This design comes from an exercise in tuning for small area, a short achievable clock period and few clock cycles per item on the open sky130 flow, not from production work.
Function was checked by simulation only, so behaviour that the tests miss may differ from the original.
Power and IR drop assume default switching activity.

## flow/design.v

```verilog
module multdiv(data_operandA, data_operandB, ctrl_MULT, ctrl_DIV, clock, reset,
               data_result, data_exception, data_resultRDY);
    input [31:0] data_operandA, data_operandB;
    input ctrl_MULT, ctrl_DIV, clock, reset;
    output [31:0] data_result;
    output data_exception, data_resultRDY;
    reg busy, done, mult, negres, bzero;
    reg [5:0] count;
    reg [31:0] hi, lo, m;
    wire start;
    assign start = ctrl_MULT | ctrl_DIV;
    wire [31:0] magA, magB;
    assign magA = data_operandA[31] ? (~data_operandA + 32'd1) : data_operandA;
    assign magB = data_operandB[31] ? (~data_operandB + 32'd1) : data_operandB;
    wire [32:0] msum;
    assign msum = {1'b0, hi} + {1'b0, m};
    wire [31:0] rsh;
    wire [32:0] dsub;
    assign rsh  = {hi[30:0], lo[31]};
    assign dsub = {1'b0, rsh} - {1'b0, m};
    always @(posedge clock) begin
        if (reset) begin
            busy <= 1'b0;
            done <= 1'b0;
        end else begin
            done <= 1'b0;
            if (start) begin
                busy   <= 1'b1;
                mult   <= ctrl_MULT;
                count  <= 6'd0;
                hi     <= 32'd0;
                m      <= ctrl_MULT ? magA : magB;
                lo     <= ctrl_MULT ? magB : magA;
                negres <= data_operandA[31] ^ data_operandB[31];
                bzero  <= ~|data_operandB;
            end else if (busy) begin
                if (mult) begin
                    if (lo[0])
                        {hi, lo} <= {msum, lo[31:1]};
                    else
                        {hi, lo} <= {1'b0, hi, lo[31:1]};
                end else begin
                    hi <= dsub[32] ? rsh : dsub[31:0];
                    lo <= {lo[30:0], ~dsub[32]};
                end
                count <= count + 6'd1;
                if (count == 6'd31) begin
                    busy <= 1'b0;
                    done <= 1'b1;
                end
            end
        end
    end
    wire [31:0] res;
    assign res = negres ? (~lo + 32'd1) : lo;
    wire multovf;
    assign multovf = (|hi) | (negres ? (lo[31] & (|lo[30:0])) : lo[31]);
    assign data_resultRDY = done;
    assign data_result    = (~mult & bzero) ? 32'd0 : res;
    assign data_exception = mult ? multovf : bzero;
endmodule
```

## flow/run.sh

```bash
#!/bin/bash
# synth_recipe.tcl (not shown) runs the flow's synth.tcl, then flattens the netlist and writes it again
# the make line also repeats each setting of config.mk as NAME=value (left out here)
make -C /OpenROAD-flow-scripts/flow DESIGN_CONFIG=/design/flow/config.mk WORK_HOME=/design/flow/orfs CLKGATE_MAP_FILE= SYNTH_SCRIPT=/design/flow/synth_recipe.tcl finish
```

## flow/config.mk

```make
export PLATFORM = sky130hd
export DESIGN_NAME = multdiv
export DESIGN_NICKNAME = multdiv
export VERILOG_FILES = /design/flow/design.v
export SDC_FILE = /design/flow/constraint.sdc
export NUM_CORES = 4
export LEC_CHECK = 0
export CAP_MARGIN = 20
export CORE_MARGIN = 2
export CORE_UTILIZATION = 40
export SLEW_MARGIN = 20
```

## flow/constraint.sdc

```tcl
create_clock -name core_clock -period 6.0 [get_ports {clock}]
set_input_delay 1.2000 -clock core_clock [delete_from_list [all_inputs] [get_ports {clock}]]
set_output_delay 1.2000 -clock core_clock [all_outputs]
set_load 0.01 [all_outputs]
```

==> flow_metrics.py, run 1 <==
metrics = {
    "setup_path": {
        "crit_path_max_fanout": 5,
        "cp-end-kind": "primary output",
        "r2r_cells": 13,
        "cp.arrival_ns": 3.68,
        "crit_start": "lo[10]",
        "cp_cell_sequence": "or4_1 -> nor4b_1 -> nand3_1 -> nor3_1 -> nand3_1 -> o31ai_1 -> xor2_1 -> nor2_1 -> clkdlybuf4s50_1",
        "r2r-start": "lo[31]",
        "worstPathRequired_ns": 4.80,
        "cp-start-kind": "flip-flop",
        "crit_type": "reg -> out",
        "r2r_setup_slack_ns": 1.67,
        "cp_slowest_cell": "or4_1",
        "path_common_cell": "nand3_1",
        "critPathMaxStageDelay_ns": 0.57,
        "reg2reg_to": "hi[20]",
    },
    "hold_path": {
        "min_from": "busy",
        "hold_end": "done",
        "hold_class": "reg -> reg",
        "min_path_cells": 1,
    },
    "timing": {
        "skew_ns": 0.01864,
        "fin_crit_ns": 4.877,
        "tns_ns": 0,
        "grt_setup_unrepaired": "false",
        "hold_viol_final": 0,
        "slew_headroom_pct": 31.82,
        "fin_crit_sh_pct": 81.28,
        "fmax_mhz": 205.1,
        "worst_pin_slew_ns": 1.020,
        "setup_viol": 0,
        "report.final.slew_viol_count": 0,
        "fin_ws_ns": 1.123,
    },
    "drt": {
        "dr_wl_met3_mm": 1.817,
        "vias": 10554,
        "post_drt_wl_per_cell_um": 18.63,
        "wl_met2_mm": 15.28,
        "drc": 0,
        "dr.max_layer_used": "met4",
        "totalWireLength_mm": 34.20,
        "via_per_inst": 5.748,
        "postRouteAntennaNets": 0,
        "drtIter0Drc": 996,
        "first_pass_iters": 6,
        "drt-met1-wl_mm": 16.78,
    },
    "synth": {
        "ys_seq_area_share_pct": 28.39,
        "ys_types": 65,
        "synth_top_family_by_area": "compound AO/OA/AOI/OAI gates",
        "synth_top_cells_by_area": "edfxtp_1 (28%), ha_1 (7.6%), xor2_1 (6.2%)",
        "synthCells": 1393,
        "synth_compound_area_share_pct": 24.30,
        "synth_top_area_share_pct": 28.03,
        "yosysTopAreaCell": "edfxtp_1",
        "synth_edf_count": 105,
        "synth-xor-area-share_pct": 10.67,
        "synthAdderAreaFrac_pct": 7.921,
        "avgSynthCellArea_um2": 8.074,
        "yosysWarnings": 1,
        "async_reset_ff_share_pct": 0,
        "synthMuxAreaShare_pct": 4.695,
        "synth-seq-cells": 107,
        "synthSimpleGateAreaFrac_pct": 19.99,
        "synth_area_um2": 11250,
        "ys.flop_type": "edfxtp_1",
        "syn-num-nets": 1531,
    },
    "die": {
        "rows": 61,
        "coreArea_um2": 27710,
        "initial_core_util_pct": 40.60,
        "die_area_um2": 29480,
        "die_h_um": 171.7,
        "die_width_um": 171.7,
        "ios": 102,
    },
    "final_layout": {
        "drive_gt1_share_pct": 5.556,
        "finalNetCount": 1591,
        "area_growth_pct": 14.77,
        "final.fill_count": 2702,
        "diodes": 0,
    },
    "global_routing": {
        "grt_pass1_wl_mm": 54.63,
        "grt_max_degree": 88,
        "track_usage_pct": 23.44,
        "grt_antenna_before_repair": 0,
        "grt.overflow.total": 0,
        "grt_pass1_vias": 10029,
    },
    "cts": {
        "clock-sinks": 107,
        "cts_resized": 0,
        "cts-hold-fix-buffers": 0,
        "clockBufferDepth": 2,
        "cts_tree": "yes",
        "path_clk_slew_ns": 0.08,
        "post-cts-setup-buffers": 0,
        "insertion_delay_ns": 0.36,
        "numCtsBuffers": 9,
        "htree_levels": 3,
        "root_buffer": "clkbuf_16",
    },
    "outcome": {
        "status": "complete, no violations",
    },
    "place": {
        "dp_worst_setup_slack_ns": 1.250,
        "gp_congestion": 0.8982,
        "numPortBuffers": 101,
        "hpwl_mm": 25.70,
    },
    "power": {
        "p_leak_nw": 4.937,
        "power_density_nw_per_um2": 225.8,
        "ir_drop_mv": 0.1326,
    },
    "run": {
        "drv_cap": 0,
    },
}
sequential cells by signal, summed over array words and instances (netlist names):
| name | cells |
|---|---|
| busy | 1 |
| count | 6 |
| lo | 32 |
| mult | 1 |
| done | 1 |
| negres | 1 |
| hi | 32 |
| bzero | 1 |
| m | 32 |
layout by cell type, fill, tap and decap left out, types with 52 or more instances in the layout:
cell type	n
nor2_1	132
a21oi_1	102
clkdlybuf4s50_1	99
o21ai_0	124
nand2_1	161
edfxtp_1	105
xnor2_1	58
inv_1	52
ha_1	68
xor2_1	79
layer usage:
layer / global-route usage [%] / up-vias
li1: - / 5266
met1: 34.37 / 4925
met2: 37.47 / 346
met3: 2.393 / 17
met4: 4.348 / 0
met5: 0 / -
final cells by class:
cell class              count  area [um^2]  share of cell area, %
clock buffers               9        225.2                  1.745
clock inverters             7        60.06                 0.4653
inverters                  52        195.2                  1.512
multi-input cells        1165         7631                  59.12
flip-flops and latches    107         3193                  24.74
well taps                 378        473.0                  3.664
repair buffers            118         1131                  8.762
per-stage QoR:
step | total power [mW] | utilization [%] | hold WS (ns) | std cells | area [um^2]
final | 2.915 | 46.59 | 0.5106 | 1836 | 12910
after floorplan | 1.895 | - | 0.4910 | 1393 | 11250
after global placement | 2.307 | 45.56 | 0.4989 | 1820 | 12620
after detailed placement | 2.311 | 45.56 | 0.4993 | 1820 | 12620
after global routing | 3.097 | 46.59 | 0.5321 | 1836 | 12910
after CTS | 2.912 | 46.59 | 0.5097 | 1836 | 12910
cell families (layout without fill, tap and decap cells):
family                   count (synthesis)  count (layout)
AO/OA/AOI/OAI                          432             432
flip-flops                             107             107
AND/OR/NAND/NOR                        477             477
adder cells (fa/ha/maj)                 70              70
multiplexers                            49              49
XOR/XNOR                               137             137
buffers and inverters                  121             186
how the worst max path moves through the flow:
stage / end / slack (ns)
2_1_floorplan: count[0] / 0.64
3_3_place_gp: lo[26] / 1.30
3_5_place_dp: lo[27] / 1.25
4_1_cts: data_result[30] / 1.12
5_1_grt: data_result[30] / 0.95
6_report: data_result[30] / 1.12
synthesized netlist by cell type (17+ instances only):
| cell | instances |
|---|---|
| nand2_1 | 161 |
| edfxtp_1 | 105 |
| a21o_1 | 26 |
| clkbuf_1 | 60 |
| nand3_1 | 28 |
| nor3_1 | 18 |
| mux2_2 | 30 |
| xor2_1 | 79 |
| nor2_1 | 134 |
| xnor2_1 | 58 |
| nand2b_1 | 17 |
| or3_1 | 19 |
| inv_1 | 52 |
| mux2i_1 | 19 |
| o31ai_1 | 40 |
| ha_1 | 68 |
| o21ai_0 | 124 |
| a211oi_1 | 42 |
| a21oi_1 | 102 |
where the power goes:
part	total (mW)	internal, mW	switching, mW
sequential	1.01	0.914	0.0998
combinational	1.30	0.561	0.744
clock	0.596	0.290	0.306
critical path, delay by kind of cell (launching register included):
kind | cells | cell delay, ns
compound gates | 1 | 0.29
xor+xnor | 1 | 0.10
buf+inv | 1 | 0.57
flops | 1 | 0.45
simple gates | 6 | 1.90
Testbench counts, summed over its fixed seeds: cycles 105,608, ops 3,200.
==> run 2, diff against run 1 <==
==> flow/design.v (replaced) <==
module multdiv(data_operandA, data_operandB, ctrl_MULT, ctrl_DIV, clock, reset,
               data_result, data_exception, data_resultRDY);
    input [31:0] data_operandA, data_operandB;
    input ctrl_MULT, ctrl_DIV, clock, reset;
    output [31:0] data_result;
    output data_exception, data_resultRDY;
    localparam S_IDLE = 3'd0, S_FIRST = 3'd1, S_MUL = 3'd2, S_DIV = 3'd3, S_INC = 3'd4;
    reg [2:0] state;
    reg done, mult, neg, prev, bzero, big;
    reg [4:0] cnt;
    reg [33:0] x, y;
    reg [31:0] z;
    wire start = ctrl_MULT | ctrl_DIV;
    wire sa = data_operandA[31], sb = data_operandB[31];
    wire [30:0] nA = data_operandA[30:0] ^ {31{sa}};
    wire [30:0] nB = data_operandB[30:0] ^ {31{sb}};
    wire swap = ctrl_MULT & (nA < nB);    
    function [4:0] slen;
        input [30:0] v;
        reg [31:0] w;
        reg [4:0] n;
        begin
            w = {v, 1'b1};
            n[4] = |w[31:16];
            w = n[4] ? {w[31:16], 16'd0} : {w[15:0], 16'd0};
            n[3] = |w[31:24];
            w = n[3] ? w : {w[23:0], 8'd0};
            n[2] = |w[31:28];
            w = n[2] ? w : {w[27:0], 4'd0};
            n[1] = |w[31:30];
            w = n[1] ? w : {w[29:0], 2'd0};
            n[0] = w[31];
            slen = n;
        end
    endfunction
    wire ys = y[31], zs = z[31];
    wire [4:0] ly = slen(y[30:0] ^ {31{ys}});
    wire [4:0] lz = slen(z[30:0] ^ {31{zs}});
    wire [5:0] la = {1'b0, ly} + {5'd0, ys};
    wire [4:0] lb = (lz == 5'd0) ? 5'd1 : lz;
    wire [5:0] sdiff = la - {1'b0, lb};
    wire qzero = sdiff[5];               
    wire bz = ~|z;
    wire b_one = z[0] ^ prev;
    wire b_two = (z[1] & ~z[0] & ~prev) | (~z[1] & z[0] & prev);
    wire b_neg = z[1] & ~(z[0] & prev);
    reg sub;
    reg [33:0] opb;
    always @* begin
        if (state == S_FIRST && !mult) begin         
            opb = y; sub = ys;
        end else if (state == S_DIV) begin           
            opb = y; sub = ~y[33];
        end else if (state == S_INC) begin
            opb = 34'd0; sub = 1'b0;
        end else begin
            opb = b_one ? y : (b_two ? {y[32:0], 1'b0} : 34'd0);
            sub = b_neg;
        end
    end
    wire [33:0] ax = (state == S_FIRST) ? 34'd0 : x;
    wire cin = sub | (state == S_INC);
    wire [33:0] sum = ax + (opb ^ {34{sub}}) + {33'd0, cin};
    wire qbit = ~sum[33];
    wire mlast = (&z[31:1]) | ~|z[31:1];
    wire dlast = cnt == 5'd0;
    wire [31:0] qf = {z[30:0], qbit};
    always @(posedge clock) begin
        if (reset) begin
            state <= S_IDLE;
            done  <= 1'b0;
        end else begin
            done <= 1'b0;
            case (state)
                S_FIRST: begin
                    if (mult) begin
                        big  <= ({1'b0, ly} + {1'b0, lz}) > 6'd33;
                        x    <= sum;
                        y    <= {y[31:0], 2'b00};
                        z    <= {{2{z[31]}}, z[31:2]};
                        prev <= z[1];
                        if (mlast) begin
                            state <= S_IDLE;
                            done  <= 1'b1;
                        end else
                            state <= S_MUL;
                    end else begin
                        bzero <= bz;
                        neg   <= ys ^ zs;
                        if (bz | qzero) begin
                            x     <= 34'd0;
                            state <= S_IDLE;
                            done  <= 1'b1;
                        end else begin
                            x     <= sum;
                            y     <= {{2{z[31]}}, z} << sdiff[4:0];
                            z     <= 32'd0;
                            cnt   <= sdiff[4:0];
                            state <= S_DIV;
                        end
                    end
                end
                S_MUL: begin
                    x    <= sum;
                    y    <= {y[31:0], 2'b00};
                    z    <= {{2{z[31]}}, z[31:2]};
                    prev <= z[1];
                    if (mlast) begin
                        state <= S_IDLE;
                        done  <= 1'b1;
                    end
                end
                S_DIV: begin
                    if (dlast) begin
                        x <= {2'b00, qf ^ {32{neg}}};
                        if (neg) state <= S_INC;
                        else begin
                            state <= S_IDLE;
                            done  <= 1'b1;
                        end
                    end else begin
                        if (qbit)
                            x <= sum;
                        y   <= {y[33], y[33:1]};
                        z   <= {z[30:0], qbit};
                        cnt <= cnt - 5'd1;
                    end
                end
                S_INC: begin
                    x     <= sum;
                    state <= S_IDLE;
                    done  <= 1'b1;
                end
                default: ;
            endcase
            if (start) begin
                state <= S_FIRST;
                mult  <= ctrl_MULT;
                prev  <= 1'b0;
                y     <= swap ? {{2{sb}}, data_operandB} : {{2{sa}}, data_operandA};
                z     <= swap ? data_operandA : data_operandB;
            end
        end
    end
    assign data_resultRDY = done;
    assign data_result    = x[31:0];
    assign data_exception = mult ? (big | ~((&x[33:31]) | ~|x[33:31])) : bzero;
endmodule
==> run 2 against run 1 <==
Compared with the run above:
- maximum frequency down 17%
- critical path depth grew 12
- routed wire length is 65% higher
- via count is 38% higher
- sequential cell count grew 7
- cell area is 36% higher
- die area rose by 26%
- critical path type is now reg -> reg
- highest routed layer is now met5
==> flow_metrics.py, run 2 <==
metrics = {
    "outcome": {
        "status": "complete, no violations",
    },
    "setup_path": {
        "worstPathRequired_ns": 6.17,
        "critPathMaxStageDelay_ns": 0.71,
        "cp.arrival_ns": 6.06,
        "critical_path_depth": 21,
        "cp_slowest_cell": "o21ai_1",
        "r2r_cells": 21,
        "crit_type": "reg -> reg",
        "crit_path_max_fanout": 13,
        "cp_cell_sequence": "or4_1 -> mux2i_1 -> o2111a_2 -> inv_4 -> o32a_4 -> o21ai_4 -> nor2_4 -> buf_4 -> a211oi_1 -> o221a_1 -> o21bai_2 -> ha_1 -> ha_1 -> a21o_1 -> a21oi_1 -> or4b_2 -> a31oi_2 -> or2_4 -> o21ai_1 -> buf_4 -> o22ai_1",
        "critPathTopFamily": "compound AO/OA/AOI/OAI gates",
        "cp-end-kind": "flip-flop",
        "cp_num_buf_inv": 3,
        "cp-start-kind": "flip-flop",
    },
    "drt": {
        "first_pass_iters": 6,
        "post_drt_wl_per_cell_um": 24.55,
        "drtIter0Drc": 1674,
        "totalWireLength_mm": 56.32,
        "postRouteAntennaNets": 0,
        "via_per_inst": 6.349,
        "drc": 0,
        "vias": 14564,
    },
    "synth": {
        "synth.top_cells.by_count": "a21oi_1 (162), nand2_1 (130), xnor2_1 (117)",
        "yosysWarnings": 1,
        "synth_top_area_share_pct": 23.10,
        "synth_top_cells_by_area": "edfxtp_1 (23%), mux2i_1 (7.2%), xnor2_1 (7.2%)",
        "synthMostInstantiatedCell": "a21oi_1",
        "synth-seq-cells": 114,
        "yosysTopAreaCell": "edfxtp_1",
        "async_reset_ff_share_pct": 0,
        "synthCells": 1702,
        "synth_edf_count": 110,
        "ys_seq_area_share_pct": 23.66,
        "synth_area_um2": 14300,
        "ys_types": 82,
        "avgSynthCellArea_um2": 8.401,
        "ys.flop_type": "edfxtp_1",
        "syn-num-nets": 1854,
    },
    "place": {
        "numPortBuffers": 101,
        "place_inst": 2240,
        "hpwl_mm": 42.47,
        "gp_congestion": 1.048,
    },
    "global_routing": {
        "grt_pass1_vias": 13844,
        "grt.overflow.total": 0,
        "grt_max_degree": 69,
        "track_usage_pct": 29.98,
        "grt_pass1_wl_mm": 83.97,
        "grt_antenna_before_repair": 1,
    },
    "hold_path": {
        "hold_class": "reg -> reg",
        "min_path_cells": 2,
    },
    "final_layout": {
        "most-common-layout-cells": "buf_4 (178), a21oi_1 (157), nand2_1 (130)",
        "area_growth_pct": 22.52,
        "drive_gt1_share_pct": 17.35,
        "diodes": 0,
        "layout.cells.non_filler": 2294,
        "utilization_pct": 49.49,
        "top_regs": "x (34), y (34), z (32)",
        "finalNetCount": 1972,
        "final_common_cell": "buf_4",
    },
    "timing": {
        "fin_crit_sh_pct": 98.11,
        "skew_ns": 0.01968,
        "tns_ns": 0,
        "hold_viol_final": 0,
        "holdWs_ns": 0.6501,
        "slew_headroom_pct": 30.36,
        "report.final.slew_viol_count": 0,
        "worst_pin_slew_ns": 1.018,
        "grt_setup_unrepaired": "true",
        "fin_crit_ns": 5.886,
        "fmax_mhz": 169.9,
        "setup_viol": 0,
    },
    "die": {
        "ios": 102,
        "initial_core_util_pct": 40.40,
        "die_width_um": 193.1,
        "die_area_um2": 37280,
        "die_h_um": 193.1,
        "coreArea_um2": 35400,
        "rows": 69,
    },
    "power": {
        "power_mw": 7.994,
        "p_leak_nw": 6.928,
        "power_density_nw_per_um2": 456.3,
        "ir_drop_mv": 0.2335,
    },
    "cts": {
        "htree_levels": 4,
        "clock-sinks": 114,
        "path_clk_slew_ns": 0.06,
        "cts_tree": "yes",
        "insertion_delay_ns": 0.46,
        "cts-hold-fix-buffers": 0,
        "root_buffer": "clkbuf_16",
        "clockBufferDepth": 2,
        "numCtsBuffers": 17,
    },
    "run": {
        "drv_cap": 0,
    },
}
==> run 2: cell types whose count changed after synthesis, moves of 35 or more <==
cell | before | now
xnor2_1 | 58 | 117
mux2i_1 | 19 | 103
and2_1 | 4 | 39
o21ai_0 | 124 | 48
a21oi_1 | 102 | 162
clkbuf_1 | 60 | 116
a221oi_1 | 4 | 56
==> run 2: final timing paths <==
path,startpoint,to,slack [ns]
worst min-delay path,state[1],state[1],0.65
worst max-delay path,y[31],x[18],0.11
worst max register to register,y[31],x[18],0.11
worst min register to register,state[1],state[1],0.65
==> run 2: through the flow <==
| stage | instance area, um^2 | setup slack [ns] |
|---|---|---|
| final | 17520 | 0.1136 |
| after global routing | 17520 | -0.1486 |
| after CTS | 17140 | 0.02085 |
| after detailed placement | 16550 | 0.04447 |
| after global placement | 16550 | 0.09439 |
| after floorplan | 14330 | 0.004172 |
==> run 2: layout make-up <==
class	instances	area, um^2
Clock buffer	17	425.4
Clock inverter	15	167.7
Fill cell	3436	17880
Inverter	26	102.6
Multi-Input combinational cell	1361	10130
Sequential cell	114	3383
Tap cell	461	576.8
Timing Repair Buffer	300	2728
==> run 2: where the power goes <==
| group | leakage (nW) | internal (mW) | total [mW] | switching (mW) |
|---|---|---|---|---|
| Combinational | 5.57 | 2.62 | 5.64 | 3.03 |
| Clock | 0.276 | 0.647 | 1.08 | 0.436 |
| Sequential | 1.08 | 1.11 | 1.27 | 0.150 |
| Total | 6.93 | 4.38 | 7.99 | 3.61 |
==> run 2: logic make-up after synthesis <==
family / count (synthesis) / synth area share, %
AOI/OAI and AO/OA: 531 / 25.23
xor gates and xnor gates: 176 / 10.78
adders and majority gates: 84 / 7.560
buffers and inverters: 227 / 7.263
DFF: 114 / 23.66
muxes: 128 / 10.75
and+or+nand+nor: 442 / 14.75
==> run 2: metal layers <==
metal / up-vias / wire [um] / global-route usage (%)
met2: 756 / 24960 / 46.07
met1: 7085 / 24140 / 41.19
met4: 2 / 2173 / 12.59
met5: - / 8 / 0
met3: 113 / 5033 / 5.647
li1: 6608 / - / -
==> run 2: worst reg2reg max path, delay by kind of cell (launching register included) <==
kind	cells	cell delay [ns]
AO/OA/AOI/OAI	11	2.71
adder cells (fa/ha/maj)	2	0.61
AND/OR/NAND/NOR	4	1.13
multiplexers	1	0.14
buffers and inverters	3	0.56
flip-flops	1	0.50
==> run 2: what timing repair did <==
| action | in CTS | in global routing |
|---|---|---|
| setup endpoints to repair | 0 | 125 |
| endpoints found under the hold margin | 0 | 0 |
| resized for setup | 0 | 38 |
| buffers inserted | 0 | 21 |
Testbench counts of run 2, summed over its fixed seeds: cycles 28,161, ops 3,200.
==> run 3, diff against run 2 <==
==> flow/design.v (replaced) <==
module multdiv(data_operandA, data_operandB, ctrl_MULT, ctrl_DIV, clock, reset,
               data_result, data_exception, data_resultRDY);
    input [31:0] data_operandA, data_operandB;
    input ctrl_MULT, ctrl_DIV, clock, reset;
    output [31:0] data_result;
    output data_exception, data_resultRDY;
    localparam S_IDLE = 3'd0, S_FIRST = 3'd1, S_MUL = 3'd2, S_DIV = 3'd3, S_INC = 3'd4;
    reg [2:0] state;
    reg done, mult, neg, prev, bzero, big;
    reg [4:0] cnt;
    reg [33:0] x, y;
    reg [31:0] z;
    wire start = ctrl_MULT | ctrl_DIV;
    function [4:0] slen;
        input [30:0] v;
        reg [31:0] w;
        reg [4:0] n;
        begin
            w = {v, 1'b1};
            n[4] = |w[31:16];
            w = n[4] ? {w[31:16], 16'd0} : {w[15:0], 16'd0};
            n[3] = |w[31:24];
            w = n[3] ? w : {w[23:0], 8'd0};
            n[2] = |w[31:28];
            w = n[2] ? w : {w[27:0], 4'd0};
            n[1] = |w[31:30];
            w = n[1] ? w : {w[29:0], 2'd0};
            n[0] = w[31];
            slen = n;
        end
    endfunction
    wire first = state == S_FIRST;
    wire mstep = state == S_MUL;
    wire dstep = state == S_DIV;
    wire istep = state == S_INC;
    wire ys = y[33], zs = z[31];
    wire [4:0] ly = slen(y[30:0] ^ {31{ys}});
    wire [4:0] lz = slen(z[30:0] ^ {31{zs}});
    wire zlong = lz > ly;
    wire [5:0] la = {1'b0, ly} + {5'd0, ys};
    wire [4:0] lb = (lz == 5'd0) ? 5'd1 : lz;
    wire [5:0] sdiff = la - {1'b0, lb};
    wire bz = ~|z;
    wire dzero = bz | sdiff[5];           
    wire mswap = first & mult & zlong;    
    wire dfirst = first & ~mult;
    wire [4:0] shamt = mult ? 5'd0 : sdiff[4:0];
    wire [33:0] zal = {{2{zs}}, z} << shamt;
    wire b_one = z[0] ^ prev;
    wire b_two = (z[1] & ~z[0] & ~prev) | (~z[1] & z[0] & prev);
    wire b_neg = z[1] & ~(z[0] & prev);
    wire dsub = dfirst | dstep;                         
    wire [33:0] bsel = b_one ? y : (b_two ? {y[32:0], 1'b0} : 34'd0);
    wire [33:0] opb = dsub ? y : (istep ? 34'd0 : bsel);
    wire sub = dfirst ? ys : (dstep ? ~ys : (~istep & b_neg));
    wire cin = sub | istep;
    wire [33:0] ax = first ? 34'd0 : x;
    wire [33:0] sum = ax + (opb ^ {34{sub}}) + {33'd0, cin};
    wire qbit = ~sum[33];
    wire mlast = (&z[31:1]) | ~|z[31:1];
    wire dlast = cnt == 5'd0;
    wire [31:0] qf = {z[30:0], qbit} ^ {32{neg}};
    wire [33:0] x_nx = (mswap | (dfirst & dzero)) ? 34'd0 :
                       (dstep & dlast)             ? {2'b00, qf} :
                       (dstep & ~qbit)             ? x : sum;
    wire [33:0] y_nx = start                       ? {{2{data_operandA[31]}}, data_operandA} :
                       dstep                       ? {y[33], y[33:1]} :
                       (dfirst | mswap)            ? zal : {y[31:0], 2'b00};
    wire [31:0] z_nx = start                       ? data_operandB :
                       dstep                       ? {z[30:0], qbit} :
                       dfirst                      ? 32'd0 :
                       mswap                       ? y[31:0] : {{2{zs}}, z[31:2]};
    always @(posedge clock) begin
        x <= x_nx;
        y <= y_nx;
        z <= z_nx;
        prev <= start ? 1'b0 : ((first | mstep) & ~mswap) ? z[1] : prev;
        if (first) begin
            big   <= ({1'b0, ly} + {1'b0, lz}) > 6'd33;
            bzero <= bz;
            neg   <= ys ^ zs;
            cnt   <= sdiff[4:0];
        end else if (dstep)
            cnt <= cnt - 5'd1;
        if (start)
            mult <= ctrl_MULT;
    end
    always @(posedge clock) begin
        if (reset) begin
            state <= S_IDLE;
            done  <= 1'b0;
        end else begin
            done <= 1'b0;
            case (state)
                S_FIRST:
                    if (mult) begin
                        if (zlong)
                            state <= S_MUL;
                        else if (mlast) begin
                            state <= S_IDLE;
                            done  <= 1'b1;
                        end else
                            state <= S_MUL;
                    end else if (dzero) begin
                        state <= S_IDLE;
                        done  <= 1'b1;
                    end else
                        state <= S_DIV;
                S_MUL:
                    if (mlast) begin
                        state <= S_IDLE;
                        done  <= 1'b1;
                    end
                S_DIV:
                    if (dlast) begin
                        if (neg) state <= S_INC;
                        else begin
                            state <= S_IDLE;
                            done  <= 1'b1;
                        end
                    end
                S_INC: begin
                    state <= S_IDLE;
                    done  <= 1'b1;
                end
                default: ;
            endcase
            if (start)
                state <= S_FIRST;
        end
    end
    assign data_resultRDY = done;
    assign data_result    = x[31:0];
    assign data_exception = mult ? (big | ~((&x[33:31]) | ~|x[33:31])) : bzero;
endmodule
==> run 3 against run 2 <==
Compared with the run above:
- first-iteration DRC count fell by 20%
- register-to-register slack improved by 0.12 ns
- cell area shrank 14%
- still clean on timing, DRC and antenna
- highest routed layer is now met4
- critical endpoint is now y[16]
- count of clock-buffer cells in the layout grew 3
- combinational power down 12%
- largest power group unchanged
- die area shrank 13%
==> flow_metrics.py, run 3 <==
metrics = {
    "global_routing": {
        "grt_max_degree": 67,
        "grt.overflow.total": 0,
        "grt_pass1_wl_mm": 77.76,
        "grt_antenna_before_repair": 0,
        "grt_pass1_vias": 12638,
        "track_usage_pct": 31.62,
    },
    "final_layout": {
        "finalNetCount": 1861,
        "layout.cells.non_filler": 2143,
        "final_common_cell": "buf_4",
        "area_growth_pct": 21.35,
        "most-common-layout-cells": "buf_4 (149), nor2_1 (143), a21oi_1 (135)",
        "design_area_um2": 15020,
        "top_regs": "x (34), y (34), z (32)",
        "drive_gt1_share_pct": 14.78,
    },
    "drt": {
        "vias": 13259,
        "post_drt_wl_per_cell_um": 24.59,
        "postRouteAntennaNets": 0,
        "totalWireLength_mm": 52.70,
        "drc": 0,
        "via_per_inst": 6.187,
        "first_pass_iters": 5,
        "drtIter0Drc": 1335,
    },
    "setup_path": {
        "cp-start-kind": "flip-flop",
        "reg2reg_to": "y[16]",
        "r2r_setup_slack_ns": 0.24,
        "crit_type": "reg -> reg",
        "cp-end-kind": "flip-flop",
        "crit_path_max_fanout": 6,
        "r2r_cells": 25,
        "crit_start": "y[33]",
        "cp-endpoint": "y[16]",
        "worstPathRequired_ns": 6.36,
        "r2r-start": "y[33]",
        "cp.arrival_ns": 6.12,
    },
    "timing": {
        "report.final.slew_viol_count": 0,
        "skew_ns": 0.01508,
        "tns_ns": 0,
        "slew_headroom_pct": 44.16,
        "hold_viol_final": 0,
        "fin_crit_sh_pct": 96.05,
        "worst_pin_slew_ns": 0.8259,
        "fmax_mhz": 173.5,
        "fin_crit_ns": 5.763,
        "setup_viol": 0,
    },
    "cts": {
        "htree_levels": 4,
        "path_clk_slew_ns": 0.06,
        "cts-hold-fix-buffers": 0,
        "root_buffer": "clkbuf_16",
        "clockBufferDepth": 2,
        "numCtsBuffers": 17,
        "clock-sinks": 114,
        "cts_tree": "yes",
        "insertion_delay_ns": 0.45,
    },
    "synth": {
        "synth_area_um2": 12380,
        "ys.flop_type": "dfxtp_1",
        "synth_edf_count": 11,
        "synthMostInstantiatedCell": "nor2_1",
        "avgSynthCellArea_um2": 7.521,
        "syn-num-nets": 1774,
        "ys_seq_area_share_pct": 19.32,
        "ys_types": 85,
        "synth_top_area_share_pct": 16.66,
        "yosysTopAreaCell": "dfxtp_1",
        "synth_top_cells_by_area": "dfxtp_1 (17%), mux2i_1 (11%), ha_1 (5.7%)",
        "synthCells": 1646,
        "yosysWarnings": 1,
        "synth-seq-cells": 114,
        "synth.top_cells.by_count": "nor2_1 (145), a21oi_1 (139), mux2i_1 (135)",
        "async_reset_ff_share_pct": 0,
    },
    "power": {
        "p_leak_nw": 6.478,
        "ir_drop_mv": 0.2243,
        "power_mw": 7.217,
        "power_density_nw_per_um2": 480.4,
    },
    "place": {
        "gp_congestion": 0.9837,
        "hpwl_mm": 40.07,
        "place_inst": 2095,
        "place_area_um2": 14200,
        "numPortBuffers": 101,
    },
    "die": {
        "coreArea_um2": 30510,
        "rows": 64,
        "die_h_um": 179.9,
        "die_area_um2": 32370,
        "initial_core_util_pct": 40.58,
        "die_width_um": 179.9,
        "ios": 102,
    },
    "hold_path": {
        "min_path_cells": 2,
        "hold_class": "reg -> reg",
    },
    "run": {
        "drv_cap": 0,
    },
    "outcome": {
        "status": "complete, no violations",
    },
}
## run 3: area by class of cell
cell class / instances / area, um^2
clock inverters: 12 / 103.9
well taps: 396 / 495.5
clock buffers: 20 / 456.7
fillers: 3013 / 15490
flip-flops and latches: 114 / 2392
multi-input cells: 1301 / 9085
repair buffers: 260 / 2335
diodes: 1 / 2.502
inverters: 39 / 151.4
## run 3: how the worst min path moves through the flow
stage          start  slack, ns    end
3_3_place_gp   x[26]       0.49  x[26]
4_1_cts        x[12]       0.51  x[12]
6_report       x[26]       0.50  x[26]
2_1_floorplan  y[32]       0.47  y[31]
5_1_grt        x[13]       0.53  x[13]
3_5_place_dp   x[12]       0.50  x[12]
## run 3: metrics by stage
step	utilization (%)	worst slack (ns)	hold WS, ns
after floorplan	-	0.1458	0.4657
after CTS	48.38	0.1086	0.5067
after detailed placement	46.53	0.006392	0.4987
final	49.24	0.2372	0.5040
after global routing	49.23	-0.01431	0.5274
after global placement	46.53	0.02147	0.4900
## run 3: kinds of logic after synthesis
logic type	count (synthesis)	synth area share [%]
compound gates	502	27.06
xor+xnor	107	7.692
fa+ha+maj	60	6.307
buf+inv	232	8.712
flops	114	19.32
mux	147	12.10
simple gates	484	18.81
## run 3: critical path, cell delays in order (launching register included)
cell,delay [ns]
edfxtp_1,0.45
or4_1,0.54
o22ai_1,0.15
and4_4,0.28
mux2i_1,0.21
buf_4,0.15
xnor2_2,0.10
nor4_4,0.34
clkinv_4,0.12
o211ai_1,0.25
o221ai_2,0.13
a21oi_1,0.17
ha_1,0.25
inv_1,0.07
ha_1,0.16
inv_1,0.07
fa_2,0.59
or2_4,0.24
clkbuf_16,0.19
mux2i_4,0.26
mux2i_2,0.12
nand2_1,0.07
nand2_1,0.08
o211ai_1,0.30
o211ai_1,0.15
a31oi_1,0.22
## run 3: where the power goes
group | switching [mW] | leakage, nW | internal, mW
Clock | 0.425 | 0.278 | 0.591
Combinational | 2.74 | 5.23 | 2.25
Sequential | 0.221 | 0.974 | 0.991
Total | 3.39 | 6.48 | 3.83
## run 3: what timing repair did
item	in CTS	in global routing
buffers inserted	0	13
cloned	0	2
pin swaps	0	8
resized for setup	1	32
endpoints found under the setup margin	4	23
## run 3: routing by layer
| layer | vias up | global-route usage, % | share of wire (%) |
|---|---|---|---|
| met5 | - | 0 | 0 |
| met4 | 0 | 14.70 | 4.2 |
| met3 | 112 | 6.159 | 7.4 |
| met2 | 612 | 49.39 | 44 |
| met1 | 6374 | 41.98 | 44 |
| li1 | 6161 | - | - |
Testbench counts of run 3, summed over its fixed seeds: cycles 28,877, ops 3,200.
==> run 4, diff against run 3 <==
--- a/flow/design.v
+++ b/flow/design.v
@@ -8,5 +8,6 @@
     reg [2:0] state;
     reg done, mult, neg, prev, bzero, big;
-    reg [4:0] cnt;
+    reg [4:0] cnt, ly, lz;
+    reg zres, xz;
     reg [33:0] x, y;
     reg [31:0] z;
@@ -35,6 +36,6 @@
     wire istep = state == S_INC;
     wire ys = y[33], zs = z[31];
-    wire [4:0] ly = slen(y[30:0] ^ {31{ys}});
-    wire [4:0] lz = slen(z[30:0] ^ {31{zs}});
+    wire [4:0] lA = slen(data_operandA[30:0] ^ {31{data_operandA[31]}});
+    wire [4:0] lB = slen(data_operandB[30:0] ^ {31{data_operandB[31]}});
     wire zlong = lz > ly;
     wire [5:0] la = {1'b0, ly} + {5'd0, ys};
@@ -55,5 +56,5 @@
     wire sub = dfirst ? ys : (dstep ? ~ys : (~istep & b_neg));
     wire cin = sub | istep;
-    wire [33:0] ax = first ? 34'd0 : x;
+    wire [33:0] ax = (first | xz) ? 34'd0 : x;
     wire [33:0] sum = ax + (opb ^ {34{sub}}) + {33'd0, cin};
     wire qbit = ~sum[33];
@@ -61,6 +62,5 @@
     wire dlast = cnt == 5'd0;
     wire [31:0] qf = {z[30:0], qbit} ^ {32{neg}};
-    wire [33:0] x_nx = (mswap | (dfirst & dzero)) ? 34'd0 :
-                       (dstep & dlast)             ? {2'b00, qf} :
+    wire [33:0] x_nx = (dstep & dlast)             ? {2'b00, qf} :
                        (dstep & ~qbit)             ? x : sum;
     wire [33:0] y_nx = start                       ? {{2{data_operandA[31]}}, data_operandA} :
@@ -76,5 +76,11 @@
         z <= z_nx;
         prev <= start ? 1'b0 : ((first | mstep) & ~mswap) ? z[1] : prev;
+        xz <= mswap;
+        if (start) begin
+            ly <= lA;
+            lz <= lB;
+        end
         if (first) begin
+            zres  <= ~mult & dzero;
             big   <= ({1'b0, ly} + {1'b0, lz}) > 6'd33;
             bzero <= bz;
@@ -131,5 +137,5 @@
     end
     assign data_resultRDY = done;
-    assign data_result    = x[31:0];
+    assign data_result    = x[31:0] & {32{~zres}};
     assign data_exception = mult ? (big | ~((&x[33:31]) | ~|x[33:31])) : bzero;
 endmodule
==> run 4 against run 3 <==
Compared with the run above:
- still clean on timing, DRC and antenna
- sequential power up 18%
- sequential cell count increased by 12
- count of clock-buffer cells in the layout up 1
- combinational power fell by 36%
- sequential share of layout area rose by 5.4 points
- die area rose by 1.1%
- critical path depth fell by 9
- non-clock buffer count fell by 129
- hold slack improved by 0.022 ns
- largest power group unchanged
- highest routed layer unchanged
==> flow_metrics.py, run 4 <==
metrics = {
    "setup_path": {
        "cp.arrival_ns": 5.66,
        "worstPathRequired_ns": 6.09,
        "critPathMaxStageDelay_ns": 0.55,
        "critPathTopFamily": "compound AO/OA/AOI/OAI gates",
        "cp_cell_sequence": "ha_1 -> a221oi_1 -> nor2b_2 -> a22oi_1 -> xnor2_1 -> ha_1 -> and2_1 -> nand4_1 -> o311a_1 -> nor3_1 -> o311ai_1 -> a21o_1 -> o41ai_1 -> nor3_1 -> nand2_1 -> buf_4",
        "crit_path_max_fanout": 32,
        "cp-start-kind": "flip-flop",
        "cp_num_buf_inv": 1,
        "r2r_cells": 16,
        "crit_type": "reg -> reg",
        "r2r-start": "z[0]",
        "cp-end-kind": "flip-flop",
        "cp_slowest_cell": "nor2b_2",
        "r2r_setup_slack_ns": 0.43,
        "reg2reg_to": "x[15]",
    },
    "cts": {
        "cts_resized": 0,
        "htree_levels": 4,
        "insertion_delay_ns": 0.44,
        "clock-sinks": 126,
        "post-cts-setup-buffers": 0,
        "clockBufferDepth": 2,
        "cts-hold-fix-buffers": 0,
        "numCtsBuffers": 17,
        "root_buffer": "clkbuf_16",
        "path_clk_slew_ns": 0.06,
        "cts_tree": "yes",
    },
    "drt": {
        "post_drt_wl_per_cell_um": 21.56,
        "via_per_inst": 6.105,
        "postRouteAntennaNets": 0,
        "totalWireLength_mm": 43.63,
        "vias": 12356,
        "drc": 0,
        "drtIter0Drc": 1563,
        "first_pass_iters": 5,
    },
    "final_layout": {
        "finalNetCount": 1742,
        "area_growth_pct": 14.75,
        "diodes": 0,
        "drive_gt1_share_pct": 6.327,
        "top_regs": "x (34), y (34), z (32)",
        "design_area_um2": 14370,
        "most-common-layout-cells": "a21oi_1 (148), nor2_1 (144), nand2_1 (133)",
        "utilization_pct": 46.74,
        "final_common_cell": "a21oi_1",
    },
    "timing": {
        "report.final.slew_viol_count": 0,
        "skew_ns": 0.01075,
        "worst_pin_slew_ns": 1.040,
        "fin_crit_ns": 5.571,
        "hold_viol_final": 0,
        "tns_ns": 0,
        "setup_viol": 0,
        "fmax_mhz": 179.5,
        "fin_crit_sh_pct": 92.84,
        "grt_setup_unrepaired": "false",
        "slew_headroom_pct": 30.68,
    },
    "synth": {
        "async_reset_ff_share_pct": 0,
        "syn-num-nets": 1732,
        "synth_top_area_share_pct": 12.95,
        "ys_seq_area_share_pct": 24.46,
        "synth_top_cells_by_area": "edfxtp_1 (13%), dfxtp_1 (12%), mux2i_1 (7.8%)",
        "synth_area_um2": 12520,
        "synth.top_cells.by_count": "a21oi_1 (148), nor2_1 (147), nand2_1 (134)",
        "synthCells": 1605,
        "ys_types": 72,
        "yosysTopAreaCell": "edfxtp_1",
        "synth-seq-cells": 126,
        "ys.flop_type": "dfxtp_1",
        "synthMostInstantiatedCell": "a21oi_1",
        "yosysWarnings": 1,
        "synth_edf_count": 54,
        "avgSynthCellArea_um2": 7.803,
    },
    "global_routing": {
        "grt_pass1_vias": 11418,
        "grt_pass1_wl_mm": 67.89,
        "track_usage_pct": 26.52,
        "grt_antenna_before_repair": 0,
        "grt_max_degree": 65,
        "grt.overflow.total": 0,
    },
    "die": {
        "die_width_um": 181.0,
        "rows": 64,
        "die_area_um2": 32740,
        "die_h_um": 181.0,
        "coreArea_um2": 30750,
        "initial_core_util_pct": 40.73,
        "ios": 102,
    },
    "power": {
        "power_mw": 5.723,
        "ir_drop_mv": 0.2051,
        "p_leak_nw": 5.755,
        "power_density_nw_per_um2": 398.2,
    },
    "hold_path": {
        "min_from": "x[32]",
        "hold_class": "reg -> reg",
        "hold_end": "x[32]",
        "min_path_cells": 2,
    },
    "outcome": {
        "status": "complete, no violations",
    },
    "place": {
        "numPortBuffers": 101,
        "place_area_um2": 13760,
        "hpwl_mm": 33.27,
        "gp_congestion": 1.013,
    },
    "run": {
        "drv_cap": 0,
    },
}
## run 4: cell types whose count changed in the layout (fill, tap and decap cells not counted), moves of 17 or more
cell      before  now
buf_4        149   29
edfxtp_1      11   54
nor2b_1        7   41
dfxtp_1      103   72
mux2i_1      123   98
xnor2_1       73   55
xor2_1        32   49
## run 4: how the worst max path moves through the flow
stage,from,to,slack [ns],depth (start not counted)
2_1_floorplan,z[0],x[0],0.68,18
3_3_place_gp,z[0],x[18],0.66,17
3_5_place_dp,z[0],x[18],0.58,17
4_1_cts,z[0],x[18],0.51,16
5_1_grt,z[0],x[14],0.06,17
6_report,z[0],x[15],0.43,16
## run 4: metrics by stage
stage	std cells	setup slack [ns]	hold slack, ns
floorplan	1605	0.6835	0.4553
global placement	1992	0.6635	0.5228
detailed placement	1992	0.5769	0.5325
CTS	2024	0.5149	0.5353
global route	2024	0.05590	0.5654
finish	2024	0.4294	0.5257
## run 4: kinds of logic after synthesis
| group | Yosys count | synth area share [%] |
|---|---|---|
| compound gates | 439 | 22.59 |
| xor+xnor | 104 | 7.273 |
| fa+ha+maj | 59 | 6.134 |
| buf+inv | 184 | 5.674 |
| flops | 126 | 24.46 |
| mux | 120 | 11.34 |
| simple gates | 573 | 22.54 |
## run 4: report_power, final
| part | leakage [nW] | internal, mW | switching, mW | total (mW) |
|---|---|---|---|---|
| logic | 4.30 | 1.41 | 1.78 | 3.19 |
| registers | 1.15 | 1.19 | 0.247 | 1.43 |
| clock network | 0.303 | 0.665 | 0.429 | 1.09 |
## run 4: metal layers
layer	up-vias	part of all wire, %	global-route usage, %
met3	64	8.0	4.112
met4	0	3.5	9.951
met5	-	0	0
met2	533	43	40.22
li1	5913	-	-
met1	5846	45	37.91
## run 4: final cells by class
type	instances	area (um^2)
clock inverters	11	126.4
fillers	3082	16380
clock buffers	21	483.0
flip-flops and latches	126	3063
inverters	44	165.2
well taps	396	495.5
multi-input cells	1295	8791
repair buffers	131	1249
## run 4: worst min-delay path, delay by kind of cell (launching register included)
kind,cells,cell delay (ns)
AND/OR/NAND/NOR,1,0.07
multiplexers,1,0.08
flip-flops,1,0.33
Testbench counts of run 4, summed over its fixed seeds: cycles 28,877, ops 3,200.
==> run 5, diff against run 4 <==
--- a/flow/design.v
+++ b/flow/design.v
@@ -48,11 +48,9 @@
     wire [4:0] shamt = mult ? 5'd0 : sdiff[4:0];
     wire [33:0] zal = {{2{zs}}, z} << shamt;
-    wire b_one = z[0] ^ prev;
-    wire b_two = (z[1] & ~z[0] & ~prev) | (~z[1] & z[0] & prev);
-    wire b_neg = z[1] & ~(z[0] & prev);
+    reg b_one, b_two, b_neg;
     wire dsub = dfirst | dstep;                         
     wire [33:0] bsel = b_one ? y : (b_two ? {y[32:0], 1'b0} : 34'd0);
     wire [33:0] opb = dsub ? y : (istep ? 34'd0 : bsel);
-    wire sub = dfirst ? ys : (dstep ? ~ys : (~istep & b_neg));
+    wire sub = dfirst ? ys : (dstep ? ~(x[33] ^ ys) : (~istep & b_neg));
     wire cin = sub | istep;
     wire [33:0] ax = (first | xz) ? 34'd0 : x;
@@ -62,6 +60,5 @@
     wire dlast = cnt == 5'd0;
     wire [31:0] qf = {z[30:0], qbit} ^ {32{neg}};
-    wire [33:0] x_nx = (dstep & dlast)             ? {2'b00, qf} :
-                       (dstep & ~qbit)             ? x : sum;
+    wire [33:0] x_nx = (dstep & dlast)             ? {2'b00, qf} : sum;
     wire [33:0] y_nx = start                       ? {{2{data_operandA[31]}}, data_operandA} :
                        dstep                       ? {y[33], y[33:1]} :
@@ -71,9 +68,13 @@
                        dfirst                      ? 32'd0 :
                        mswap                       ? y[31:0] : {{2{zs}}, z[31:2]};
+    wire prev_nx = start ? 1'b0 : ((first | mstep) & ~mswap) ? z[1] : prev;
     always @(posedge clock) begin
         x <= x_nx;
         y <= y_nx;
         z <= z_nx;
-        prev <= start ? 1'b0 : ((first | mstep) & ~mswap) ? z[1] : prev;
+        prev  <= prev_nx;
+        b_one <= z_nx[0] ^ prev_nx;
+        b_two <= (z_nx[1] & ~z_nx[0] & ~prev_nx) | (~z_nx[1] & z_nx[0] & prev_nx);
+        b_neg <= z_nx[1] & ~(z_nx[0] & prev_nx);
         xz <= mswap;
         if (start) begin
==> run 5 against run 4 <==
Compared with the run above:
- still clean on timing, DRC and antenna
- die area down 4.3%
- sequential cell count up 3
- critical path depth up 2
- core utilization down 0.12 points
- cell count down 2.6%
- count of clock-buffer cells in the layout down 4
- critical path type unchanged
- critical endpoint is now b_one
- largest cell class unchanged
==> flow_metrics.py, run 5 <==
metrics = {
    "timing": {
        "setup_viol": 0,
        "fin_ws_ns": 0.7929,
        "report.final.slew_viol_count": 0,
        "worst_pin_slew_ns": 1.086,
        "fmax_mhz": 192.0,
        "fin_crit_sh_pct": 86.79,
        "tns_ns": 0,
        "grt_setup_unrepaired": "false",
        "slew_headroom_pct": 27.63,
        "hold_viol_final": 0,
        "skew_ns": 0.01074,
        "fin_crit_ns": 5.207,
    },
    "setup_path": {
        "cp-end-kind": "flip-flop",
        "cp_slowest_cell": "a21oi_4",
        "cp.arrival_ns": 5.53,
        "cp_num_buf_inv": 3,
        "crit_type": "reg -> reg",
        "critPathTopFamily": "compound AO/OA/AOI/OAI gates",
        "r2r_setup_slack_ns": 0.79,
        "critPathMaxStageDelay_ns": 0.59,
        "crit_path_max_fanout": 20,
        "worstPathRequired_ns": 6.32,
        "cp-start-kind": "flip-flop",
        "cp_cell_sequence": "nand2b_1 -> inv_2 -> nand2_1 -> buf_4 -> nand3_1 -> a21oi_4 -> buf_4 -> xnor2_1 -> ha_1 -> nand2_1 -> o211ai_1 -> a211oi_1 -> o211a_1 -> o21ba_2 -> a211oi_1 -> mux2i_1 -> nand3_1 -> ha_1",
    },
    "cts": {
        "numCtsBuffers": 17,
        "cts-hold-fix-buffers": 0,
        "clock-sinks": 129,
        "cts_tree": "yes",
        "clockBufferDepth": 2,
        "path_clk_slew_ns": 0.06,
        "cts_resized": 0,
        "post-cts-setup-buffers": 0,
        "root_buffer": "clkbuf_16",
        "htree_levels": 4,
        "insertion_delay_ns": 0.43,
    },
    "place": {
        "gp_congestion": 0.9818,
        "numPortBuffers": 101,
        "hpwl_mm": 31.66,
        "dp_worst_setup_slack_ns": 0.8772,
    },
    "die": {
        "initial_core_util_pct": 40.53,
        "ios": 102,
        "die_width_um": 177.1,
        "die_h_um": 177.1,
        "die_area_um2": 31350,
        "coreArea_um2": 29560,
        "rows": 63,
    },
    "outcome": {
        "status": "complete, no violations",
    },
    "synth": {
        "syn-num-nets": 1685,
        "synth_area_um2": 11980,
        "synth-seq-cells": 129,
        "ys_seq_area_share_pct": 23.39,
        "yosysTopAreaCell": "dfxtp_1",
        "yosysWarnings": 1,
        "synth_edf_count": 22,
        "avgSynthCellArea_um2": 7.689,
        "async_reset_ff_share_pct": 0,
        "synth_top_area_share_pct": 17.88,
        "ys_types": 81,
        "synthCells": 1558,
        "synthMostInstantiatedCell": "nand2_1",
        "synth.top_cells.by_count": "nand2_1 (159), a21oi_1 (134), mux2i_1 (125)",
        "synth_top_cells_by_area": "dfxtp_1 (18%), mux2i_1 (10%), ha_1 (5.7%)",
        "ys.flop_type": "dfxtp_1",
    },
    "global_routing": {
        "grt_antenna_before_repair": 1,
        "grt_pass1_vias": 11081,
        "grt_pass1_wl_mm": 63.69,
        "track_usage_pct": 26.25,
        "grt_max_degree": 64,
        "grt.overflow.total": 0,
    },
    "drt": {
        "drc": 0,
        "postRouteAntennaNets": 0,
        "totalWireLength_mm": 41.54,
        "vias": 12004,
        "drtIter0Drc": 1072,
        "post_drt_wl_per_cell_um": 21.08,
        "via_per_inst": 6.090,
        "first_pass_iters": 6,
    },
    "hold_path": {
        "hold_class": "reg -> reg",
    },
    "final_layout": {
        "top_regs": "x (34), y (34), z (32)",
        "most-common-layout-cells": "nand2_1 (159), a21oi_1 (133), mux2i_1 (125)",
        "finalNetCount": 1695,
        "area_growth_pct": 15.02,
        "diodes": 0,
        "final_common_cell": "nand2_1",
        "drive_gt1_share_pct": 5.376,
        "utilization_pct": 46.62,
    },
    "run": {
        "drv_cap": 0,
    },
    "power": {
        "power_density_nw_per_um2": 402.2,
        "p_leak_nw": 5.588,
        "ir_drop_mv": 0.2864,
    },
}
run 5: stage by stage:
step	hold slack (ns)	std cells	power (mW)	instance area, um^2
5_1_grt	0.5795	1971	5.924	13780
3_3_place_gp	0.5292	1937	4.363	13140
3_5_place_dp	0.5474	1937	4.371	13140
4_1_cts	0.5586	1969	5.511	13750
2_1_floorplan	0.4861	1558	3.523	11980
6_report	0.5748	1971	5.542	13780
run 5: worst register-to-register path: stages (launching register included):
cell and delay, ns:
dfxtp_1 0.46, nand2b_1 0.27, inv_2 0.13, nand2_1 0.10, buf_4 0.26, nand3_1 0.16, a21oi_4 0.59, buf_4 0.42
xnor2_1 0.14, ha_1 0.41, nand2_1 0.13, o211ai_1 0.22, a211oi_1 0.09, o211a_1 0.16, o21ba_2 0.23, a211oi_1 0.59
mux2i_1 0.27, nand3_1 0.15, ha_1 0.33
run 5: power by group:
| part | leakage, nW | internal [mW] | switching (mW) |
|---|---|---|---|
| clock | 0.298 | 0.692 | 0.435 |
| sequential | 1.11 | 1.10 | 0.206 |
| combinational | 4.18 | 1.38 | 1.73 |
run 5: worst paths after layout:
| path | startpoint | endpoint | depth (start not counted) |
|---|---|---|---|
| hold reg to reg | prev | prev | 2 |
| setup reg to reg | state[2] | b_one | 18 |
| hold / removal | prev | prev | 2 |
| setup / recovery | state[2] | b_one | 18 |
run 5: logic make-up after synthesis:
group,Yosys count,synth area share (%)
XOR/XNOR,108,8.021
flip-flops,129,23.39
multiplexers,131,11.10
adder cells (fa/ha/maj),59,6.413
AO/OA/AOI/OAI,446,24.63
AND/OR/NAND/NOR,519,20.96
buffers and inverters,166,5.483
run 5: area by class of cell:
class	count	area [um^2]
clock buffer	17	425.4
clock inverter	15	192.7
fill	2961	15780
inverter	37	148.9
multi-input combinational	1263	8561
sequential	129	2803
tap	390	488.0
timing repair buffer	120	1161
run 5: metal layers:
layer,vias to the layer above,share of wire (%),global-route usage (%)
met5,-,0,0
met4,0,3.2,9.607
met3,80,6.4,4.682
met2,497,46,41.99
met1,5717,45,35.21
li1,5710,-,-
Testbench counts of run 5, summed over its fixed seeds: cycles 28,877, ops 3,200.
==> run 6, diff against run 5 <==
--- a/flow/config.mk
+++ b/flow/config.mk
@@ -9,3 +9,4 @@
 export CORE_MARGIN = 2
 export CORE_UTILIZATION = 40
+export SETUP_SLACK_MARGIN = 2.0
 export SLEW_MARGIN = 20
==> run 6 against run 5 <==
Compared with the run above:
- critical path depth down 1
- cell area up 8.4%
- sequential share of layout area down 1.5 points
- clock skew up 0.00070 ns
- clock power down 12%
- synthesized cell count unchanged
- routed wire length up 6.1%
- register-to-register slack better by 1.2 ns
- count of clock-buffer cells in the layout unchanged
- sequential cell count unchanged
- sequential power about the same
- critical endpoint unchanged
- highest routed layer is now met5
==> flow_metrics.py, run 6 <==
metrics = {
    "synth": {
        "synth_top_cells_by_area": "dfxtp_1 (18%), mux2i_1 (10%), ha_1 (5.7%)",
        "synthCells": 1558,
        "synth_area_um2": 11980,
        "synthMostInstantiatedCell": "nand2_1",
        "synth-seq-cells": 129,
        "ys_seq_area_share_pct": 23.39,
        "synth_edf_count": 22,
        "yosysTopAreaCell": "dfxtp_1",
        "ys_types": 81,
        "synth.top_cells.by_count": "nand2_1 (159), a21oi_1 (134), mux2i_1 (125)",
        "avgSynthCellArea_um2": 7.689,
        "ys.flop_type": "dfxtp_1",
        "syn-num-nets": 1685,
        "yosysWarnings": 1,
        "synth_top_area_share_pct": 17.88,
        "async_reset_ff_share_pct": 0,
    },
    "place": {
        "dp_worst_setup_slack_ns": 0.9800,
        "numPortBuffers": 101,
        "place_inst": 1938,
        "hpwl_mm": 31.03,
        "gp_congestion": 0.9550,
    },
    "die": {
        "die_width_um": 177.1,
        "initial_core_util_pct": 40.53,
        "coreArea_um2": 29560,
        "die_area_um2": 31350,
        "rows": 63,
        "die_h_um": 177.1,
        "ios": 102,
    },
    "drt": {
        "postRouteAntennaNets": 0,
        "drtIter0Drc": 1315,
        "totalWireLength_mm": 44.07,
        "via_per_inst": 6.157,
        "first_pass_iters": 8,
        "drc": 0,
        "vias": 12561,
        "post_drt_wl_per_cell_um": 21.60,
    },
    "setup_path": {
        "r2r_setup_slack_ns": 2.00,
        "worstPathRequired_ns": 6.38,
        "reg2reg_to": "b_one",
        "r2r_cells": 17,
        "cp-end-kind": "flip-flop",
        "critPathTopFamily": "compound AO/OA/AOI/OAI gates",
        "cp.arrival_ns": 4.38,
        "critPathMaxStageDelay_ns": 0.47,
        "r2r-start": "mult",
        "crit_path_max_fanout": 6,
        "cp-start-kind": "flip-flop",
        "cp_cell_sequence": "nor2b_4 -> a211o_1 -> a21oi_4 -> buf_12 -> buf_8 -> buf_6 -> xnor2_2 -> ha_1 -> nor3_2 -> o211ai_1 -> nand3b_1 -> a21o_1 -> o21ba_4 -> a211oi_4 -> mux2i_1 -> nand3_1 -> ha_2",
        "cp_num_buf_inv": 3,
        "crit_type": "reg -> reg",
        "cp_slowest_cell": "edfxtp_1",
    },
    "cts": {
        "clock-sinks": 129,
        "clockBufferDepth": 2,
        "root_buffer": "clkbuf_16",
        "path_clk_slew_ns": 0.06,
        "cts_tree": "yes",
        "htree_levels": 4,
        "cts-hold-fix-buffers": 0,
        "numCtsBuffers": 17,
        "insertion_delay_ns": 0.44,
    },
    "run": {
        "drv_cap": 0,
    },
    "timing": {
        "tns_ns": 0,
        "report.final.slew_viol_count": 0,
        "worst_pin_slew_ns": 1.088,
        "fin_ws_ns": 2.002,
        "fmax_mhz": 250.1,
        "setup_viol": 0,
        "skew_ns": 0.01144,
        "slew_headroom_pct": 27.44,
        "fin_crit_ns": 3.998,
        "hold_viol_final": 0,
        "fin_crit_sh_pct": 66.64,
        "grt_setup_unrepaired": "true",
    },
    "hold_path": {
        "hold_end": "prev",
        "min_from": "prev",
        "min_path_cells": 2,
        "hold_class": "reg -> reg",
    },
    "global_routing": {
        "grt.overflow.total": 0,
        "grt_pass1_vias": 11293,
        "grt_max_degree": 85,
        "grt_pass1_wl_mm": 64.07,
        "track_usage_pct": 26.33,
        "grt_antenna_before_repair": 1,
    },
    "power": {
        "p_leak_nw": 6.205,
        "power_density_nw_per_um2": 399.0,
        "ir_drop_mv": 0.2426,
    },
    "outcome": {
        "status": "complete, no violations",
    },
    "final_layout": {
        "area_growth_pct": 24.69,
        "drive_gt1_share_pct": 14.25,
        "layout.cells.non_filler": 2040,
        "final_common_cell": "nand2_1",
        "most-common-layout-cells": "nand2_1 (156), a21oi_1 (126), mux2i_1 (123)",
        "finalNetCount": 1763,
        "top_regs": "x (34), y (34), z (32)",
        "final.fill_count": 2813,
    },
}
[run 6: cell families (layout without fill, tap and decap cells)]
group                      after synthesis  count (layout)  share of synthesized area, %
AOI/OAI and AO/OA                      446             446                         24.63
xor gates and xnor gates               108             108                         8.021
adders and majority gates               59              59                         6.413
buffers and inverters                  166             254                         5.483
DFF                                    129             129                         23.39
muxes                                  131             131                         11.10
other                                    0               1                             0
and+or+nand+nor                        519             522                         20.96
[run 6: metrics by stage]
| stage | hold slack [ns] | utilization [%] | power [mW] | instance area [um^2] |
|---|---|---|---|---|
| finish | 0.5661 | 50.54 | 5.961 | 14940 |
| floorplan | 0.4861 | - | 3.525 | 11990 |
| global placement | 0.5338 | 44.45 | 4.350 | 13140 |
| detailed placement | 0.5433 | 44.45 | 4.356 | 13140 |
| global route | 0.6015 | 50.53 | 6.334 | 14940 |
| CTS | 0.5551 | 47.66 | 5.534 | 14090 |
[run 6: timing repair]
| action | 4_1_cts | 5_1_grt |
|---|---|---|
| pin swaps | 18 | 49 |
| buffers inserted | 19 | 42 |
| resized for setup | 63 | 101 |
| setup endpoints to repair | 65 | 55 |
| cloned | 2 | 5 |
[run 6: worst min-delay path: stages (launching register included)]
cell	delay [ns]
dfxtp_1	0.30
o31ai_1	0.06
a21oi_1	0.12
[run 6: layer usage]
layer	vias to the layer above	GRT usage, %	part of all wire (%)
met5	-	0	0.029
met4	2	11.16	3.7
met3	104	4.274	7.4
met2	607	42.64	46
met1	5997	34.59	43
li1	5851	-	-
[run 6: cell type report]
| class | instances | area (um^2) | area share [%] |
|---|---|---|---|
| Clock inverter | 15 | 122.6 | 0.8208 |
| Timing Repair Buffer | 185 | 1867 | 12.50 |
| Multi-Input combinational cell | 1266 | 9057 | 60.63 |
| Sequential cell | 129 | 2814 | 18.84 |
| Clock buffer | 17 | 425.4 | 2.848 |
| Inverter | 37 | 161.4 | 1.080 |
| Tap cell | 390 | 488.0 | 3.267 |
| Antenna cell | 1 | 2.502 | 0.01675 |
[run 6: worst max path at each step]
stage	from	end	slack [ns]	cells after the start
floorplan	mult	b_one	2.02	18
global placement	state[2]	b_one	1.14	18
detailed placement	state[2]	b_one	0.98	18
CTS	mult	b_one	1.95	15
global route	mult	x[31]	1.84	16
finish	mult	b_one	2.00	17
[run 6: power breakdown]
group | internal (mW) | leakage, nW | switching (mW)
logic | 1.69 | 4.83 | 1.95
registers | 1.10 | 1.11 | 0.216
clock network | 0.538 | 0.263 | 0.463
total | 3.33 | 6.21 | 2.63

separate check: timing with driven ports:
No port has a modelled driver above. Below, the same layouts with a new extraction and two added sets of constraints. Step 1, drivers: a clkbuf_16 drives clock and a buf_2 each remaining input, both assumed. Step 2 times the ports against the registers' clock, not the clock port: input delays grow and output delays shrink by t, the midpoint of the rising clock arrivals with the driver on. a / b / c = ideal / step 1 / step 2; a / b = the first two.
run	shift t [ns]	slack for setup (ns)	worst hold slack (ns)	worst setup path after step 2	slew at the worst register clock pin (ns)
run 1	0.403	1.123 / 1.074 / 1.211	0.511 / 0.511 / 0.511	input to register	0.09 / 0.09
run 2	0.497	0.114 / 0.114 / 0.114	0.650 / 0.650 / 0.650	register to register	0.07 / 0.07
run 3	0.494	0.237 / 0.237 / 0.237	0.504 / 0.504 / 0.504	register to register	0.07 / 0.07
run 4	0.482	0.429 / 0.429 / 0.429	0.526 / 0.526 / 0.526	register to register	0.06 / 0.06
run 5	0.478	0.793 / 0.793 / 0.793	0.575 / 0.575 / 0.575	register to register	0.07 / 0.07
run 6	0.485	2.002 / 2.002 / 1.658	0.566 / 0.566 / 0.566	input to register	0.07 / 0.07
After both steps setup and hold are still met in every run listed. For run 6, which loses most, drivers alone change the setup slack by 0.000 ns; drivers and shift together by -0.344 ns.
